Background: an optimization exercise with open tools, aiming at small area. Do not read the settings as production practice. The RTL was checked by simulation tests, not by an equivalence proof against the original design. No activity file was given, so power comes from the tool's default toggle rates.

Design ahb_ic_wrap, start of the top module:
module ahb_ic_wrap (
  input  wire           hclk,
  input  wire [127:0]   hmaster_m,
  input  wire [7:0]     htrans_m,
  input  wire [15:0]    hprot_m,
  input  wire [127:0]   haddr_m,
  input  wire [11:0]    hsize_m,
  input  wire [127:0]   hwdata_m,
  input  wire [3:0]     hwrite_m,
  output wire [127:0]   hrdata_m,
  output wire [3:0]     hready_m,
  output wire [3:0]     hresp_m,
  output wire [2:0]     hsel_s,
  output wire [95:0]    haddr_s,
  output wire [95:0]    hmaster_s,
  output wire [8:0]     hsize_s,
  output wire [2:0]     hwrite_s,
  output wire [95:0]    hwdata_s,
  input  wire [95:0]    hrdata_s,
  input  wire [2:0]     hready_s,
  input  wire [2:0]     hresp_s,
  input  wire [127:0]   apumid,
  input  wire [127:0]   apuaddr,
  input  wire [127:0]   apumask,
  input  wire [127:0]   apuperm,
  input  wire [127:0]   dpumid,
  input  wire [127:0]   dpuaddr,
  input  wire [127:0]   dpudata,
  ...
Settings: LEC_CHECK=0, CAP_MARGIN=20, CORE_AREA=10 10 470 470, DIE_AREA=0 0 480 480, SLEW_MARGIN=20; clock period 20.0 ns.
standard.sh (not shown) runs the stock make flow with config.mk's settings and CLKGATE_MAP_FILE= SYNTH_SCRIPT=/design/flow/synth_recipe.tcl, a recipe that flattens the netlist after the stock synthesis.
==> flow/flow/run.sh <==
#!/bin/bash
# Own layout flow:
#  1. the standard synthesis (bash standard.sh synth);
#  2. its combinational logic re-mapped for area with Yosys/ABC (reabc.tcl), once per script in
#     abc/, keeping the smallest result; every register keeps its instance name and cell type;
#  3. the standard layout from there on, with 1x buffers (buf_1) on the ports and pins one
#     routing track apart (so the die can be small), and no wider-spaced routing rule on the
#     clock net, whose pin has other pins one track away; clock tree sinks clustered by 8 and
#     no dummy loads; cells on paths with slack downsized after global routing (RECOVER_POWER).
# Each tool's output goes to a log of its own in the work folder.
set -euo pipefail
W=$(pwd)
R=$W/orfs/results/$FLOW_PLATFORM/ahb_ic_wrap/base
YOSYS=yosys
[[ -x $FLOW_HOME/../tools/install/yosys/bin/yosys ]] && YOSYS=$FLOW_HOME/../tools/install/yosys/bin/yosys

bash standard.sh synth > $W/1_synth_standard.log 2>&1

cp $R/1_2_yosys.v $W/1_2_yosys_standard.v
export REABC_LIB=$FLOW_HOME/platforms/$FLOW_PLATFORM/lib/sky130_fd_sc_hd__tt_025C_1v80.lib
export REABC_IN=$W/1_2_yosys_standard.v
# one re-mapping per ABC script in flow/abc, in parallel; the smallest is kept
for s in $W/flow/abc/*.abc; do
  n=$(basename $s .abc)
  REABC_SCRIPT=$s REABC_OUT=$W/1_2_reabc_$n.v REABC_STAT=$W/1_2_reabc_$n.stat \
  DONT_USE_CELLS="sky130_fd_sc_hd__probe_p_8 sky130_fd_sc_hd__probec_p_8 sky130_fd_sc_hd__lpflow_*" \
    $YOSYS -c $W/flow/reabc.tcl > $W/1_2_reabc_$n.log 2>&1 &
done
wait
best=""; best_area=""
for s in $W/flow/abc/*.abc; do
  n=$(basename $s .abc)
  a=$(awk '/Chip area for top module/ {print $NF}' $W/1_2_reabc_$n.stat 2>/dev/null || true)
  [[ -n "$a" && -s $W/1_2_reabc_$n.v ]] || continue
  echo "$n $a" >> $W/1_2_reabc_areas.txt
  if [[ -z "$best" ]] || awk -v a=$a -v b=$best_area 'BEGIN {exit !(a < b)}'; then best=$n; best_area=$a; fi
done
[[ -n "$best" ]]
echo "kept $best $best_area" >> $W/1_2_reabc_areas.txt
cp $W/1_2_reabc_$best.v $R/1_2_yosys.v

bash standard.sh "BUFFER_PORTS_ARGS=-buffer_cell sky130_fd_sc_hd__buf_1" \
  "PLACE_PINS_ARGS=-min_distance 1 -min_distance_in_tracks" \
  "CTS_ARGS=-sink_clustering_enable -repair_clock_nets -buf_list sky130_fd_sc_hd__clkbuf_4 -apply_ndr none -sink_clustering_size 8 -sink_clustering_max_diameter 50 -dont_use_dummy_load" \
  RECOVER_POWER=100 finish > $W/2_finish.log 2>&1
==> flow/flow/abc/s7.abc <==
&get -n
&st
&syn2
&dch
&nf -R 1000
&put
mfs2 -W 6 -M 5000
&get -n
&st
&syn2
&dch
&nf -R 1000
&put
mfs2 -W 6 -M 5000
&get -n
&st
&syn2
&dch
&nf -R 1000
&st
&syn2
&dch
&nf -R 1000
&put
Other scripts of this flow, unchanged in this note and not shown: flow/flow/abc/s1.abc, flow/flow/abc/s2.abc, flow/flow/abc/s3.abc, flow/flow/abc/s4.abc, flow/flow/abc/s5.abc, flow/flow/abc/s6.abc, flow/flow/reabc.tcl
The starting point produced a layout that fails on max-capacitance violations, max-slew violations.
Then changed:
--- a/flow/flow/run.sh
+++ b/flow/flow/run.sh
@@ -8,3 +8,3 @@
 #     clock net, whose pin has other pins one track away; clock tree sinks clustered by 8 and
-#     no dummy loads; cells on paths with slack downsized after global routing (RECOVER_POWER).
+#     no dummy loads.
 # Each tool's output goes to a log of its own in the work folder.
@@ -43,3 +43,2 @@
   "PLACE_PINS_ARGS=-min_distance 1 -min_distance_in_tracks" \
-  "CTS_ARGS=-sink_clustering_enable -repair_clock_nets -buf_list sky130_fd_sc_hd__clkbuf_4 -apply_ndr none -sink_clustering_size 8 -sink_clustering_max_diameter 50 -dont_use_dummy_load" \
-  RECOVER_POWER=100 finish > $W/2_finish.log 2>&1
+  "CTS_ARGS=-sink_clustering_enable -repair_clock_nets -buf_list sky130_fd_sc_hd__clkbuf_4 -apply_ndr none -sink_clustering_size 8 -sink_clustering_max_diameter 50 -dont_use_dummy_load" finish > $W/2_finish.log 2>&1
removed: flow/flow/abc/s7.abc
=> Now the flow finished with timing, DRC and antenna clean; cell area rose by 1.1%; setup slack gains 1.3 ns; combinational power hardly moves.

---

ahb_ic_wrap again, from the RTL that the note above started with.
Settings: LEC_CHECK=0, CAP_MARGIN=20, CORE_AREA=10 10 690 690, DIE_AREA=0 0 700 700, SLEW_MARGIN=20; clock period 20.0 ns.
run.sh (not shown) runs the stock make flow with config.mk's settings and CLKGATE_MAP_FILE= SYNTH_SCRIPT=/design/flow/synth_recipe.tcl, a recipe that flattens the netlist after the stock synthesis.
Stock flow here: none of the scripts above is used.
Then changed:
==> flow/flow/run.sh (new file) <==
#!/bin/bash
# Own layout flow:
#  1. the standard synthesis (bash standard.sh synth);
#  2. its combinational logic re-mapped for area with Yosys/ABC (reabc.tcl, area.abc); every
#     register keeps its instance name and cell type;
#  3. the standard layout from there on, with 1x buffers (buf_1) on the ports.
# Each tool's output goes to a log of its own in the work folder.
set -euo pipefail
W=$(pwd)
R=$W/orfs/results/$FLOW_PLATFORM/ahb_ic_wrap/base
YOSYS=yosys
[[ -x $FLOW_HOME/../tools/install/yosys/bin/yosys ]] && YOSYS=$FLOW_HOME/../tools/install/yosys/bin/yosys

bash standard.sh synth > $W/1_synth_standard.log 2>&1

cp $R/1_2_yosys.v $W/1_2_yosys_standard.v
export REABC_LIB=$FLOW_HOME/platforms/$FLOW_PLATFORM/lib/sky130_fd_sc_hd__tt_025C_1v80.lib
export REABC_IN=$W/1_2_yosys_standard.v
export REABC_OUT=$W/1_2_yosys_reabc.v
export REABC_SCRIPT=$W/flow/area.abc
export REABC_STAT=$W/1_2_reabc_stat.txt
DONT_USE_CELLS="sky130_fd_sc_hd__probe_p_8 sky130_fd_sc_hd__probec_p_8 sky130_fd_sc_hd__lpflow_*" \
  $YOSYS -c $W/flow/reabc.tcl > $W/1_2_reabc.log 2>&1
cp $REABC_OUT $R/1_2_yosys.v

bash standard.sh "BUFFER_PORTS_ARGS=-buffer_cell sky130_fd_sc_hd__buf_1" finish > $W/2_finish.log 2>&1
==> flow/flow/area.abc (new file) <==
&get -n
&st
&syn2
&dch
&nf -R 1000
&st
&syn2
&dch
&nf -R 1000
&put
==> flow/flow/reabc.tcl (new file) <==
# Re-map the combinational logic of the standard synthesis for area. Registers (their instance
# names and cell types) are kept exactly as the standard synthesis made them.
yosys -import
set lib $::env(REABC_LIB)
read_liberty -ignore_miss_func $lib
read_verilog $::env(REABC_IN)
hierarchy -top $::env(FLOW_TOP)
setattr -mod -set keep_hierarchy 1 sky130_fd_sc_hd__df* sky130_fd_sc_hd__edf* sky130_fd_sc_hd__sdf* sky130_fd_sc_hd__dl*
flatten
opt_clean
set dont_use {}
foreach c $::env(DONT_USE_CELLS) { lappend dont_use -dont_use $c }
abc -script $::env(REABC_SCRIPT) -liberty $lib {*}$dont_use
setundef -zero
splitnets
opt_clean -purge
hilomap -singleton -hicell sky130_fd_sc_hd__conb_1 HI -locell sky130_fd_sc_hd__conb_1 LO
insbuf -buf sky130_fd_sc_hd__buf_4 A X
# left out here: clean up, hide names made inside functions
tee -o $::env(REABC_STAT) stat -liberty $lib
select -module $::env(FLOW_TOP)
write_verilog -noattr -nohex -nodec -selected $::env(REABC_OUT)
==> flow/standard.sh (new file) <==
#!/bin/bash
# synth_recipe.tcl (not shown) runs the flow's synth.tcl, then flattens the netlist and writes it again
# the make line also repeats each setting of config.mk as NAME=value (left out here)
make -C /OpenROAD-flow-scripts/flow DESIGN_CONFIG=/design/flow/config.mk WORK_HOME=/design/flow/orfs CLKGATE_MAP_FILE= SYNTH_SCRIPT=/design/flow/synth_recipe.tcl "${@:-finish}"
removed: flow/run.sh
Outcome:
- The new run went through all stages and came out clean
- setup slack gets worse by 54 ps
- clock skew goes down by 36 ps
- routed wire length goes down by 2.1%
- cell count goes down by 0.36%
Then changed:
--- a/flow/flow/run.sh
+++ b/flow/flow/run.sh
@@ -5,3 +5,5 @@
 #     register keeps its instance name and cell type;
-#  3. the standard layout from there on, with 1x buffers (buf_1) on the ports.
+#  3. the standard layout from there on, with 1x buffers (buf_1) on the ports and pins one
+#     routing track apart (so the die can be small), and no wider-spaced routing rule on the
+#     clock net, whose pin has other pins one track away.
 # Each tool's output goes to a log of its own in the work folder.
@@ -25,2 +27,4 @@
 
-bash standard.sh "BUFFER_PORTS_ARGS=-buffer_cell sky130_fd_sc_hd__buf_1" finish > $W/2_finish.log 2>&1
+bash standard.sh "BUFFER_PORTS_ARGS=-buffer_cell sky130_fd_sc_hd__buf_1" \
+  "PLACE_PINS_ARGS=-min_distance 1 -min_distance_in_tracks" \
+  "CTS_ARGS=-sink_clustering_enable -repair_clock_nets -buf_list sky130_fd_sc_hd__clkbuf_4 -apply_ndr none" finish > $W/2_finish.log 2>&1
==> flow/flow/area.abc (replaced) <==
&get -n
&st
&syn2
&dch
&nf -R 1000
&put
mfs2 -W 4
&get -n
&st
&syn2
&dch
&nf -R 1000
&st
&syn2
&dch
&nf -R 1000
&put
CORE_AREA = 10 10 470 470   (was 10 10 690 690)
CTS_BUF_LIST = sky130_fd_sc_hd__clkbuf_4   (was unset)
DIE_AREA = 0 0 480 480   (was 0 0 700 700)
Outcome:
- The changed run passed the timing, DRC and antenna checks
- area after synthesis goes down by 2.4%
- sequential cell count stays the same
- via count goes down by 2.8%
Then changed:
==> flow/flow/run.sh (replaced) <==
#!/bin/bash
# Own layout flow:
#  1. the standard synthesis (bash standard.sh synth);
#  2. its combinational logic re-mapped for area with Yosys/ABC (reabc.tcl), once per script in
#     abc/, keeping the smallest result; every register keeps its instance name and cell type;
#  3. the standard layout from there on, with 1x buffers (buf_1) on the ports and pins one
#     routing track apart (so the die can be small), and no wider-spaced routing rule on the
#     clock net, whose pin has other pins one track away; clock tree sinks clustered by 10 and
#     no dummy loads.
# Each tool's output goes to a log of its own in the work folder.
set -euo pipefail
W=$(pwd)
R=$W/orfs/results/$FLOW_PLATFORM/ahb_ic_wrap/base
YOSYS=yosys
[[ -x $FLOW_HOME/../tools/install/yosys/bin/yosys ]] && YOSYS=$FLOW_HOME/../tools/install/yosys/bin/yosys

bash standard.sh synth > $W/1_synth_standard.log 2>&1

cp $R/1_2_yosys.v $W/1_2_yosys_standard.v
export REABC_LIB=$FLOW_HOME/platforms/$FLOW_PLATFORM/lib/sky130_fd_sc_hd__tt_025C_1v80.lib
export REABC_IN=$W/1_2_yosys_standard.v
# one re-mapping per ABC script in flow/abc, in parallel; the smallest is kept
for s in $W/flow/abc/*.abc; do
  n=$(basename $s .abc)
  REABC_SCRIPT=$s REABC_OUT=$W/1_2_reabc_$n.v REABC_STAT=$W/1_2_reabc_$n.stat \
  DONT_USE_CELLS="sky130_fd_sc_hd__probe_p_8 sky130_fd_sc_hd__probec_p_8 sky130_fd_sc_hd__lpflow_*" \
    $YOSYS -c $W/flow/reabc.tcl > $W/1_2_reabc_$n.log 2>&1 &
done
wait
best=""; best_area=""
for s in $W/flow/abc/*.abc; do
  n=$(basename $s .abc)
  a=$(awk '/Chip area for top module/ {print $NF}' $W/1_2_reabc_$n.stat 2>/dev/null || true)
  [[ -n "$a" && -s $W/1_2_reabc_$n.v ]] || continue
  echo "$n $a" >> $W/1_2_reabc_areas.txt
  if [[ -z "$best" ]] || awk -v a=$a -v b=$best_area 'BEGIN {exit !(a < b)}'; then best=$n; best_area=$a; fi
done
[[ -n "$best" ]]
echo "kept $best $best_area" >> $W/1_2_reabc_areas.txt
cp $W/1_2_reabc_$best.v $R/1_2_yosys.v

bash standard.sh "BUFFER_PORTS_ARGS=-buffer_cell sky130_fd_sc_hd__buf_1" \
  "PLACE_PINS_ARGS=-min_distance 1 -min_distance_in_tracks" \
  "CTS_ARGS=-sink_clustering_enable -repair_clock_nets -buf_list sky130_fd_sc_hd__clkbuf_4 -apply_ndr none -sink_clustering_size 10 -sink_clustering_max_diameter 60 -dont_use_dummy_load" finish > $W/2_finish.log 2>&1
==> flow/flow/abc/s1.abc (new file) <==
&get -n
&st
&syn2
&dch
&nf -R 1000
&st
&syn2
&dch
&nf -R 1000
&put
==> flow/flow/abc/s2.abc (new file) <==
&get -n
&st
&syn2
&dch
&nf -R 1000
&st
&syn2
&dch
&nf -R 1000
&st
&syn2
&dch
&nf -R 1000
&st
&syn2
&dch
&nf -R 1000
&put
==> flow/flow/abc/s3.abc (new file) <==
&get -n
&st
&syn2
&dch
&nf -R 1000
&put
mfs2 -W 4
&get -n
&st
&syn2
&dch
&nf -R 1000
&st
&syn2
&dch
&nf -R 1000
&put
==> flow/flow/abc/s4.abc (new file) <==
&get -n
&st
&syn2
&dch
&nf -R 1000
&put
mfs2 -W 6 -M 5000
&get -n
&st
&syn2
&dch
&nf -R 1000
&st
&syn2
&dch
&nf -R 1000
&put
==> flow/flow/abc/s5.abc (new file) <==
&get -n
&st
&syn2
&dch
&nf -R 1000
&put
mfs2 -W 10 -M 10000
&get -n
&st
&syn2
&dch
&nf -R 1000
&st
&syn2
&dch
&nf -R 1000
&put
==> flow/flow/abc/s6.abc (new file) <==
&get -n
&st
&syn2
&synch2
&dch
&nf -R 1000
&st
&syn2
&synch2
&dch
&nf -R 1000
&st
&syn2
&synch2
&dch
&nf -R 1000
&put
CTS_BUF_LIST = unset   (was sky130_fd_sc_hd__clkbuf_4)
removed: flow/flow/area.abc
Result: Final cell count goes down by 1.3%. Synthesized area goes down by 1.1%. Total power goes down by 17%. Clock skew goes up by 29 ps. Final area goes down by 2.2%. Die area is unchanged. Wire length stays flat. Critical path depth goes down by 7.

[afterwards: timing with drivers on the ports]
The results above use ideal ports. As a check the final layouts listed here were re-extracted and re-timed, cells and wires unchanged.
Step 1 assumes that a clkbuf_16 drives the clock port and a buf_2 every other input.
Step 2 moves the port delays by t, midway between the first and last clock arrival at a register: inputs arrive t later, outputs are due t later. That takes back most of the time a late clock gives input paths.
a / b / c = ideal / step 1 / step 2; a / b = the first two.
run	shift t [ns]	slack for setup (ns)	worst hold slack (ns)	worst setup path at the end	slew at the worst register clock pin (ns)
the first run of note 1	0.948	1.706 / 1.562 / 1.562	0.530 / 0.530 / 0.530	input to output	0.11 / 0.11
the second run of note 1	0.933	2.959 / 2.860 / 2.860	0.563 / 0.563 / 0.563	input to output	0.11 / 0.11
the first run of note 2	0.726	2.639 / 2.419 / 2.419	0.604 / 0.604 / 0.604	input to output	0.09 / 0.09
the second run of note 2	0.760	2.585 / 2.423 / 2.423	0.587 / 0.587 / 0.587	input to output	0.08 / 0.08
the third run of note 2	1.039	3.512 / 3.420 / 3.420	0.565 / 0.565 / 0.565	input to output	0.08 / 0.08
the fourth run of note 2	0.946	3.075 / 2.910 / 2.910	0.562 / 0.562 / 0.562	input to output	0.12 / 0.12
The setup slack of the first run of note 2, which loses most, moves by -0.220 ns with the drivers and by -0.220 ns with both steps.
